Source: an optimization exercise on an open RTL-to-GDS flow (aim: small area, a short achievable clock period and few clock cycles per item). Production flows keep margins and buffers that such runs may drop.
At most, simulation tests tie the RTL to the original design; equivalence was not proved.

== PW ==
==> module mdc_b, before the edit <==
module mdc_b(
    input ld, clk,
    input [31:0] i_a, i_b,
    output [31:0] res,
    output done);
    reg [31:0] a, b;
    reg [4:0]  k;
    reg        bo;    
    wire bz = (b == 32'd0);
    wire kz = (k == 5'd0);
    wire [31:0] bg  = b & {32{bo}};
    wire [31:0] gg = a & ~bg;
    wire [31:0] pp = ~(a ^ bg);
    reg  [31:0] G, P;
    integer i, j;
    always @* begin
        G = gg; P = pp;
        for (i = 1; i <= 5; i = i + 1)
            for (j = (1 << i) - 1; j < 32; j = j + (1 << i)) begin
                G[j] = G[j] | (P[j] & G[j - (1 << (i - 1))]);
                P[j] = P[j] & P[j - (1 << (i - 1))];
            end
        for (i = 5; i > 0; i = i - 1)
            for (j = (1 << i) + (1 << (i - 1)) - 1; j < 32; j = j + (1 << i)) begin
                G[j] = G[j] | (P[j] & G[j - (1 << (i - 1))]);
                P[j] = P[j] & P[j - (1 << (i - 1))];
            end
    end
    wire [32:0] c   = {G | P, 1'b1};
    wire [32:0] d   = {~c[32], pp ^ c[31:0]};
    wire        eq  = P[31];
    wire        neg = d[32];
    wire both_even  = ~a[0] & ~b[0];
    wire [8:0]  x   = (a[8:0] ^ bg[8:0]) | {7'd0, both_even, 1'b0};
    wire [2:0] sh = x[1] ? 3'd0 : x[2] ? 3'd1 : x[3] ? 3'd2 : x[4] ? 3'd3 :
                    x[5] ? 3'd4 : x[6] ? 3'd5 : x[7] ? 3'd6 : 3'd7;
    wire       big = (x[8:1] == 8'd0);
    wire [40:0] yx = {{9{neg}}, d[32:1]} >> sh;
    wire [31:0] ys = yx[31:0];
    wire [31:0] nb = neg ? {~ys[31:1], 1'b1} : ys;
    reg [31:0] an, bn;
    reg [4:0]  kn;
    always @* begin
        an = a; bn = b; kn = k;
        if (ld) begin
            an = i_a;
            bn = i_b;
            kn = 5'd0;
        end else if (bz) begin
            bn = 32'd0;   
            if (!kz) begin
                an = {a[30:0], 1'b0};
                kn = k - 5'd1;
            end
        end else if (both_even) begin
            an = {1'b0, b[31:1]};
            bn = nb;
            kn = k + 5'd1;
        end else if (!b[0] || (neg && big)) begin
            an = b;
            bn = a;
        end else begin
            if (!neg)
                an = b;
            bn = nb;
        end
    end
    wire bon = ld ? (i_a[0] & i_b[0]) : bz ? 1'b0 : both_even ? (a[1] & b[1]) :
               !b[0] ? 1'b0 : (neg && big) ? 1'b1 : !big;
    always @(posedge clk) begin
        a  <= an;
        b  <= bn;
        k  <= kn;
        bo <= bon;
    end
    assign res = a;
    assign done = kz & (bz | (eq & a[0]));
endmodule
==> flow/config.mk <==
export PLATFORM = sky130hd
export DESIGN_NAME = mdc_b
export DESIGN_NICKNAME = mdc_b
export VERILOG_FILES = /design/flow/design.v
export SDC_FILE = /design/flow/constraint.sdc
export NUM_CORES = 4
export LEC_CHECK = 0
export ABC_AREA = 1
export CAP_MARGIN = 20
export CORE_MARGIN = 2
export CORE_UTILIZATION = 50
export CTS_BUF_LIST = sky130_fd_sc_hd__clkbuf_4 sky130_fd_sc_hd__clkbuf_8
export SETUP_SLACK_MARGIN = 1.9
export SLEW_MARGIN = 20
==> flow/constraint.sdc <==
create_clock -name core_clock -period 5.5 [get_ports {clk}]
set_input_delay 1.1000 -clock core_clock [delete_from_list [all_inputs] [get_ports {clk}]]
set_output_delay 1.1000 -clock core_clock [all_outputs]
set_load 0.01 [all_outputs]
standard.sh (not shown) runs the stock make flow with config.mk's settings and CLKGATE_MAP_FILE= SYNTH_SCRIPT=/design/flow/synth_recipe.tcl, a recipe that flattens the netlist after the stock synthesis.
==> flow/flow/run.sh <==
#!/bin/bash
# Standard layout, except that the port buffers are the smallest buffer
# (sky130_fd_sc_hd__buf_1) rather than the cell buffer_ports picks by itself.
# Every input and output port still gets its own buffer.
set -o pipefail
export BUFFER_PORTS_ARGS="-inputs -outputs -buffer_cell sky130_fd_sc_hd__buf_1"
bash standard.sh > standard.log 2>&1
The following lists how AL was set up differently from PW:
--- a/flow/design.v
+++ b/flow/design.v
@@ -66,11 +66,9 @@
         end
     end
-    wire bon = ld ? (i_a[0] & i_b[0]) : bz ? 1'b0 : both_even ? (a[1] & b[1]) :
-               !b[0] ? 1'b0 : (neg && big) ? 1'b1 : !big;
     always @(posedge clk) begin
         a  <= an;
         b  <= bn;
         k  <= kn;
-        bo <= bon;
+        bo <= an[0] & bn[0];
     end
     assign res = a;
Notes after the runs:
As of AL, wire length of the first global-routing pass had risen slightly compared to PW.
Delta (AL minus PW): maximum single-stage delay on the critical path increased 0.02 ns; HPWL reported at the end of detailed placement up about 3.5%; vertical die dimension higher; cell area after technology mapping rose by about 3.7%.
Testbench counts of AL, summed over its fixed seeds: cycles 72,118, items 3,200.
Function not checked in PW: the RTL went through the layout flow alone.

## v13
The RTL this note starts from:
==> flow/design.v <==
module mdc_b(
    input ld, clk,
    input [31:0] i_a, i_b,
    output [31:0] res,
    output done);
    reg [31:0] a, b;
    reg [4:0]  k;
    reg        bo;    
    wire bz = (b == 32'd0);
    wire kz = (k == 5'd0);
    wire [31:0] bg  = b & {32{bo}};
    wire [31:0] gg = a & ~bg;
    wire [31:0] pp = ~(a ^ bg);
    reg  [31:0] G, P;
    integer i, j;
    always @* begin
        G = gg; P = pp;
        for (i = 1; i <= 5; i = i + 1)
            for (j = (1 << i) - 1; j < 32; j = j + (1 << i)) begin
                G[j] = G[j] | (P[j] & G[j - (1 << (i - 1))]);
                P[j] = P[j] & P[j - (1 << (i - 1))];
            end
        for (i = 5; i > 0; i = i - 1)
            for (j = (1 << i) + (1 << (i - 1)) - 1; j < 32; j = j + (1 << i)) begin
                G[j] = G[j] | (P[j] & G[j - (1 << (i - 1))]);
                P[j] = P[j] & P[j - (1 << (i - 1))];
            end
    end
    wire [32:0] c   = {G | P, 1'b1};
    wire [32:0] d   = {~c[32], pp ^ c[31:0]};
    wire        eq  = P[31];
    wire        neg = d[32];
    wire both_even  = ~a[0] & ~b[0];
    wire [8:0]  x   = (a[8:0] ^ bg[8:0]) | {7'd0, both_even, 1'b0};
    wire [2:0] sh = x[1] ? 3'd0 : x[2] ? 3'd1 : x[3] ? 3'd2 : x[4] ? 3'd3 :
                    x[5] ? 3'd4 : x[6] ? 3'd5 : x[7] ? 3'd6 : 3'd7;
    wire       big = (x[8:1] == 8'd0);
    wire [40:0] yx = {{9{neg}}, d[32:1]} >> sh;
    wire [31:0] ys = yx[31:0];
    wire [31:0] nb = neg ? {~ys[31:1], 1'b1} : ys;
    reg [31:0] an, bn;
    reg [4:0]  kn;
    always @* begin
        an = a; bn = b; kn = k;
        if (ld) begin
            an = i_a;
            bn = i_b;
            kn = 5'd0;
        end else if (bz) begin
            bn = 32'd0;   
            if (!kz) begin
                an = {a[30:0], 1'b0};
                kn = k - 5'd1;
            end
        end else if (both_even) begin
            an = {1'b0, b[31:1]};
            bn = nb;
            kn = k + 5'd1;
        end else if (!b[0] || (neg && big)) begin
            an = b;
            bn = a;
        end else begin
            if (!neg)
                an = b;
            bn = nb;
        end
    end
    always @(posedge clk) begin
        a  <= an;
        b  <= bn;
        k  <= kn;
        bo <= an[0] & bn[0];
    end
    assign res = a;
    assign done = kz & (bz | (eq & a[0]));
endmodule
clock: 5.5 ns
lec_check: 0
abc_area: 1
cap_margin: 20
core_margin: 2
core_utilization: 50
cts_buf_list: sky130_fd_sc_hd__clkbuf_4 sky130_fd_sc_hd__clkbuf_8
setup_slack_margin: 1.7
slew_margin: 20
Scripts as last shown in full above: flow/flow/run.sh
v13 finished all stages; the layout is clean.
Testbench counts of v13, summed over its fixed seeds: cycles 72,118, items 3,200.
Relative to v13, the following input files were edited for v34:
diff --git a/flow/design.v b/flow/design.v
--- a/flow/design.v
+++ b/flow/design.v
@@ -3,13 +3,15 @@
     input [31:0] i_a, i_b,
     output [31:0] res,
     output done);
     reg [31:0] a, b;
+    reg        bs;    
     reg [4:0]  k;
     reg        bo;    
+    wire [31:0] ba = {b[31:1] ^ {31{bs}}, b[0]};
     wire bz = (b == 32'd0);
     wire kz = (k == 5'd0);
-    wire [31:0] bg  = b & {32{bo}};
+    wire [31:0] bg  = ba & {32{bo}};
     wire [31:0] gg = a & ~bg;
     wire [31:0] pp = ~(a ^ bg);
     reg  [31:0] G, P;
     integer i, j;
@@ -36,39 +38,43 @@
                     x[5] ? 3'd4 : x[6] ? 3'd5 : x[7] ? 3'd6 : 3'd7;
     wire       big = (x[8:1] == 8'd0);
     wire [40:0] yx = {{9{neg}}, d[32:1]} >> sh;
     wire [31:0] ys = yx[31:0];
-    wire [31:0] nb = neg ? {~ys[31:1], 1'b1} : ys;
     reg [31:0] an, bn;
+    reg        bsn;
     reg [4:0]  kn;
     always @* begin
-        an = a; bn = b; kn = k;
+        an = a; bn = b; bsn = bs; kn = k;
         if (ld) begin
             an = i_a;
             bn = i_b;
+            bsn = 1'b0;
             kn = 5'd0;
         end else if (bz) begin
-            bn = 32'd0;   
             if (!kz) begin
                 an = {a[30:0], 1'b0};
                 kn = k - 5'd1;
             end
         end else if (both_even) begin
-            an = {1'b0, b[31:1]};
-            bn = nb;
+            an = {1'b0, ba[31:1]};
+            bn = ys;
+            bsn = 1'b0;
             kn = k + 5'd1;
         end else if (!b[0] || (neg && big)) begin
-            an = b;
+            an = ba;
             bn = a;
+            bsn = 1'b0;
         end else begin
             if (!neg)
-                an = b;
-            bn = nb;
+                an = ba;
+            bn = ys;
+            bsn = neg;
         end
     end
     always @(posedge clk) begin
         a  <= an;
         b  <= bn;
+        bs <= bsn;
         k  <= kn;
         bo <= an[0] & bn[0];
     end
     assign res = a;
==> notes.md <==
Sum of buffers and inverters on the critical path | v34 below v13
Re half-perimeter wire length of the detailed placement result: v34 and v13 aren't equal, and the higher value belongs to v34.
v34 against v13: final net count fell 1.7%, total die area rose about 1.3%.
Function not checked in v34: the RTL went through the layout flow alone.

the previous run:
RTL: the design.v shown in full above, as it stands there.
export LEC_CHECK = 0
export ABC_AREA = 1
export CAP_MARGIN = 20
export CORE_MARGIN = 2
export CORE_UTILIZATION = 55
export SETUP_SLACK_MARGIN = 2.0
export SLEW_MARGIN = 20
create_clock -name core_clock -period 5.5 [get_ports {clk}]
==> flow/flow/run.sh <==
#!/bin/bash
# The standard layout (standard.sh) with two changes:
#  - the port buffers are sky130_fd_sc_hd__buf_1 (every port still gets one);
#  - clock tree synthesis uses clkbuf_4/clkbuf_8 and inserts no dummy loads.
# The output of the whole run goes to standard.log; ORFS's per-step logs are
# under orfs/logs/.
set -euo pipefail
export BUFFER_PORTS_ARGS="-inputs -outputs -buffer_cell sky130_fd_sc_hd__buf_1"
export CTS_ARGS="-sink_clustering_enable -repair_clock_nets -dont_use_dummy_load -buf_list {sky130_fd_sc_hd__clkbuf_4 sky130_fd_sc_hd__clkbuf_8}"
bash standard.sh > standard.log 2>&1
Testbench counts of the previous run, summed over its fixed seeds: cycles 72,118, items 3,200.
What the current run does differently from the previous run at the input level:
--- a/flow/design.v
+++ b/flow/design.v
@@ -62,15 +62,17 @@
         end else begin
             if (!neg)
                 an = b;
             bn = nb;
         end
     end
+    wire bon = ld ? (i_a[0] & i_b[0]) : bz ? 1'b0 : both_even ? (a[1] & b[1]) :
+               !b[0] ? 1'b0 : (neg && big) ? 1'b1 : !big;
     always @(posedge clk) begin
         a  <= an;
         b  <= bn;
         k  <= kn;
-        bo <= an[0] & bn[0];
+        bo <= bon;
     end
     assign res = a;
     assign done = kz & (bz | (eq & a[0]));
 endmodule
Results
- The previous run and the current run ended up with nearly the same instance count of the mapped netlist.
- | design area | lower: the previous run |
- When the current run is measured against the previous run, its first-pass GRT wire length turns out 230 um higher.
- Cmp the previous run and the current run / final cell count without fillers / lower: the current run
- When the final numbers for the previous run and the current run were put side by side, the transition at the pin with the smallest max-transition slack turned out to be smaller in the current run.
- The current run does better than the previous run on area after synthesis.
- Looking at wire length on met1, the current run sits 4.3% higher than the previous run does.
- Comparing the previous run with the current run, the sequential portion of the cell area came out essentially unchanged.
- The current run ended up with a lower worst setup slack than the previous run did.
Function not checked in the current run: the RTL went through the layout flow alone.

Setup of main:
// mdc_b: RTL as listed in full above, without the edits since
==> flow/config.mk <==
export PLATFORM = sky130hd
export DESIGN_NAME = mdc_b
export DESIGN_NICKNAME = mdc_b
export VERILOG_FILES = /design/flow/design.v
export SDC_FILE = /design/flow/constraint.sdc
export NUM_CORES = 4
export LEC_CHECK = 0
export ABC_AREA = 1
export CAP_MARGIN = 20
export CORE_MARGIN = 2
export CORE_UTILIZATION = 50
export SETUP_SLACK_MARGIN = 1.7
export SLEW_MARGIN = 20
==> flow/constraint.sdc <==
create_clock -name core_clock -period 5.5 [get_ports {clk}]
set_input_delay 1.1000 -clock core_clock [delete_from_list [all_inputs] [get_ports {clk}]]
set_output_delay 1.1000 -clock core_clock [all_outputs]
set_load 0.01 [all_outputs]
Scripts as last shown in full above: flow/flow/run.sh
main completed every stage of the flow, and the final layout passed the timing, design-rule and antenna checks.
Testbench counts of main, summed over its fixed seeds: cycles 72,118, items 3,200.
Input changes introduced in the feature branch (baseline for comparison: main):
--- a/flow/design.v
+++ b/flow/design.v
@@ -6,8 +6,7 @@
     reg [31:0] a, b;
     reg [4:0]  k;
-    reg        bo;    
     wire bz = (b == 32'd0);
     wire kz = (k == 5'd0);
-    wire [31:0] bg  = b & {32{bo}};
+    wire [31:0] bg  = b & {32{a[0]}};
     wire [31:0] gg = a & ~bg;
     wire [31:0] pp = ~(a ^ bg);
@@ -39,37 +38,26 @@
     wire [31:0] ys = yx[31:0];
     wire [31:0] nb = neg ? {~ys[31:1], 1'b1} : ys;
-    reg [31:0] an, bn;
-    reg [4:0]  kn;
-    always @* begin
-        an = a; bn = b; kn = k;
+    always @(posedge clk)
         if (ld) begin
-            an = i_a;
-            bn = i_b;
-            kn = 5'd0;
+            a <= i_a;
+            b <= i_b;
+            k <= 5'd0;
         end else if (bz) begin
-            bn = 32'd0;   
             if (!kz) begin
-                an = {a[30:0], 1'b0};
-                kn = k - 5'd1;
+                a <= {a[30:0], 1'b0};
+                k <= k - 5'd1;
             end
         end else if (both_even) begin
-            an = {1'b0, b[31:1]};
-            bn = nb;
-            kn = k + 5'd1;
+            a <= {1'b0, b[31:1]};
+            b <= nb;
+            k <= k + 5'd1;
         end else if (!b[0] || (neg && big)) begin
-            an = b;
-            bn = a;
+            a <= b;
+            b <= a;
         end else begin
             if (!neg)
-                an = b;
-            bn = nb;
+                a <= b;
+            b <= nb;
         end
-    end
-    always @(posedge clk) begin
-        a  <= an;
-        b  <= bn;
-        k  <= kn;
-        bo <= an[0] & bn[0];
-    end
     assign res = a;
     assign done = kz & (bz | (eq & a[0]));
Notes after the runs:
The buffer and inverter count on the worst path of the feature branch falls short of that of main by 2. main → the feature branch: final instance area now larger.
Testbench counts of the feature branch, summed over its fixed seeds: cycles 72,118, items 3,200.

mdc_b, a different RTL version from the one above (not shown whole).
For scale: ~70 flip-flops, ~99 I/O pins, roughly 7500 sq um of cells after synthesis.
==> module mdc_b, before the edit <==
module mdc_b(
    input ld, clk,
    input [31:0] i_a, i_b,
    output [31:0] res,
    output done);
    reg [31:0] a, b;
    reg [4:0]  k;
    reg        bo;    
    wire bz = (b == 32'd0);
    wire kz = (k == 5'd0);
    wire [31:0] bg  = b;
    wire [31:0] gg = a & ~bg;
    wire [31:0] pp = ~(a ^ bg);
    reg  [31:0] G, P;
    integer i, j;
    always @* begin
        G = gg; P = pp;
        for (i = 1; i <= 5; i = i + 1)
            for (j = (1 << i) - 1; j < 32; j = j + (1 << i)) begin
                G[j] = G[j] | (P[j] & G[j - (1 << (i - 1))]);
                P[j] = P[j] & P[j - (1 << (i - 1))];
            end
        for (i = 5; i > 0; i = i - 1)
            for (j = (1 << i) + (1 << (i - 1)) - 1; j < 32; j = j + (1 << i)) begin
                G[j] = G[j] | (P[j] & G[j - (1 << (i - 1))]);
                P[j] = P[j] & P[j - (1 << (i - 1))];
            end
    end
    wire [32:0] c   = {G | P, 1'b1};
    wire [32:0] d   = {~c[32], pp ^ c[31:0]};
    wire        eq  = P[31];
    wire        neg = d[32];
    wire both_even  = ~a[0] & ~b[0];
    wire [32:0] y   = bo ? d : {1'b0, a};
    wire [8:0]  x   = (bo ? (a[8:0] ^ b[8:0]) : a[8:0]) | {7'd0, both_even, 1'b0};
    wire [2:0] sh = x[1] ? 3'd0 : x[2] ? 3'd1 : x[3] ? 3'd2 : x[4] ? 3'd3 :
                    x[5] ? 3'd4 : x[6] ? 3'd5 : x[7] ? 3'd6 : 3'd7;
    wire       big = (x[8:1] == 8'd0);
    wire        sneg = bo & neg;
    wire [40:0] yx = {{9{sneg}}, y[32:1]} >> sh;
    wire [31:0] ys = yx[31:0];
    wire [31:0] nb = sneg ? {~ys[31:1], 1'b1} : ys;
    reg [31:0] an, bn;
    reg [4:0]  kn;
    always @* begin
        an = a; bn = b; kn = k;
        if (ld) begin
            an = i_a;
            bn = i_b;
            kn = 5'd0;
        end else if (bz) begin
            if (!kz) begin
                an = {a[30:0], 1'b0};
                kn = k - 5'd1;
            end
        end else if (both_even) begin
            an = {1'b0, b[31:1]};
            bn = nb;
            kn = k + 5'd1;
        end else if (!b[0] || (sneg && big)) begin
            an = b;
            bn = a;
        end else begin
            if (!sneg)
                an = b;
            bn = nb;
        end
    end
    always @(posedge clk) begin
        a  <= an;
        b  <= bn;
        k  <= kn;
        bo <= an[0] & bn[0];
    end
    assign res = a;
    assign done = kz & (bz | (eq & a[0]));
endmodule
Settings: LEC_CHECK=0, ABC_AREA=1, CAP_MARGIN=20, CORE_MARGIN=2, CORE_UTILIZATION=50, CTS_BUF_LIST=sky130_fd_sc_hd__clkbuf_4 sky130_fd_sc_hd__clkbuf_8, SETUP_SLACK_MARGIN=1.7, SLEW_MARGIN=20; clock period 5.5 ns.
==> flow/flow/run.sh <==
#!/bin/bash
# Standard layout, except that the port buffers are the smallest buffer
# (sky130_fd_sc_hd__buf_1) rather than the cell buffer_ports picks by itself.
# Every input and output port still gets its own buffer.
set -o pipefail
export BUFFER_PORTS_ARGS="-inputs -outputs -buffer_cell sky130_fd_sc_hd__buf_1"
bash standard.sh > standard.log 2>&1
Edit:
==> flow/design.v (replaced) <==
module mdc_b(
    input ld, clk,
    input [31:0] i_a, i_b,
    output [31:0] res,
    output done);
    reg [31:0] a, b;
    reg [4:0]  k;
    wire bz = (b == 32'd0);
    wire kz = (k == 5'd0);
    wire [31:0] bg  = b & {32{a[0]}};
    wire [31:0] gg = a & ~bg;
    wire [31:0] pp = ~(a ^ bg);
    reg  [31:0] G, P;
    integer i, j;
    always @* begin
        G = gg; P = pp;
        for (i = 1; i <= 5; i = i + 1)
            for (j = (1 << i) - 1; j < 32; j = j + (1 << i)) begin
                G[j] = G[j] | (P[j] & G[j - (1 << (i - 1))]);
                P[j] = P[j] & P[j - (1 << (i - 1))];
            end
        for (i = 5; i > 0; i = i - 1)
            for (j = (1 << i) + (1 << (i - 1)) - 1; j < 32; j = j + (1 << i)) begin
                G[j] = G[j] | (P[j] & G[j - (1 << (i - 1))]);
                P[j] = P[j] & P[j - (1 << (i - 1))];
            end
    end
    wire [32:0] c   = {G | P, 1'b1};
    wire [32:0] d   = {~c[32], pp ^ c[31:0]};
    wire        eq  = P[31];
    wire        neg = d[32];
    wire both_even  = ~a[0] & ~b[0];
    wire [8:0]  x   = (a[8:0] ^ bg[8:0]) | {7'd0, both_even, 1'b0};
    wire [2:0] sh = x[1] ? 3'd0 : x[2] ? 3'd1 : x[3] ? 3'd2 : x[4] ? 3'd3 :
                    x[5] ? 3'd4 : x[6] ? 3'd5 : x[7] ? 3'd6 : 3'd7;
    wire       big = (x[8:1] == 8'd0);
    wire [40:0] yx = {{9{neg}}, d[32:1]} >> sh;
    wire [31:0] ys = yx[31:0];
    wire [31:0] nb = neg ? {~ys[31:1], 1'b1} : ys;
    always @(posedge clk)
        if (ld) begin
            a <= i_a;
            b <= i_b;
            k <= 5'd0;
        end else if (bz) begin
            if (!kz) begin
                a <= {a[30:0], 1'b0};
                k <= k - 5'd1;
            end
        end else if (both_even) begin
            a <= {1'b0, b[31:1]};
            b <= nb;
            k <= k + 5'd1;
        end else if (!b[0] || (neg && big)) begin
            a <= b;
            b <= a;
        end else begin
            if (!neg)
                a <= b;
            b <= nb;
        end
    assign res = a;
    assign done = kz & (bz | (eq & a[0]));
endmodule
=>
- worst setup slack gets worse by 0.024 ns
- worst hold slack gets worse by 0.047 ns
- die area falls by about 4.6%
- wire length falls by about 6%
Testbench counts after the change, summed over its fixed seeds: cycles 72,118, items 3,200.
Function not checked in the first run of this note: the RTL went through the layout flow alone.

port drivers added, routing unchanged:
Ports are ideal in the flow. The routed layouts listed here were re-timed in OpenROAD. Step 1 (the two cells are an assumption about what drives the block):
set clk [get_ports {clk}]
set_driving_cell -lib_cell sky130_fd_sc_hd__clkbuf_16 $clk
set_driving_cell -lib_cell sky130_fd_sc_hd__buf_2 [delete_from_list [all_inputs] $clk]
Step 2 times the ports against the registers' clock, not the clock port: input delays grow and output delays shrink by t, the midpoint of the rising clock arrivals with the driver on. a / b / c = ideal ports / drivers / drivers and shift; a / b = the first two.
run | shift t [ns] | setup slack, ns | worst setup path after step 2 | slew at the worst register clock pin (ns) | worst slew at a driven data input, ns
PW | 0.373 | 2.001 / 1.971 / 2.115 | register to register | 0.08 / 0.08 | 0.03
AL | 0.386 | 2.028 / 1.994 / 2.114 | register to register | 0.08 / 0.08 | 0.04
v13 | 0.385 | 1.901 / 1.867 / 1.957 | register to register | 0.08 / 0.08 | 0.04
v34 | 0.416 | 1.571 / 1.532 / 1.829 | register to register | 0.10 / 0.10 | 0.06
the previous run | 0.372 | 2.050 / 2.019 / 2.256 | register to register | 0.07 / 0.07 | 0.04
the current run | 0.386 | 1.958 / 1.926 / 2.186 | register to register | 0.07 / 0.07 | 0.04
main | 0.382 | 1.954 / 1.920 / 1.992 | register to register | 0.07 / 0.07 | 0.04
the feature branch | 0.384 | 1.757 / 1.723 / 1.907 | register to register | 0.08 / 0.08 | 0.03
the first run of note 5 | 0.416 | 1.819 / 1.779 / 1.885 | register to register | 0.09 / 0.09 | 0.04
the second run of note 5 | 0.383 | 1.795 / 1.761 / 1.890 | register to register | 0.08 / 0.08 | 0.03
After both steps setup and hold are still met in every run listed.
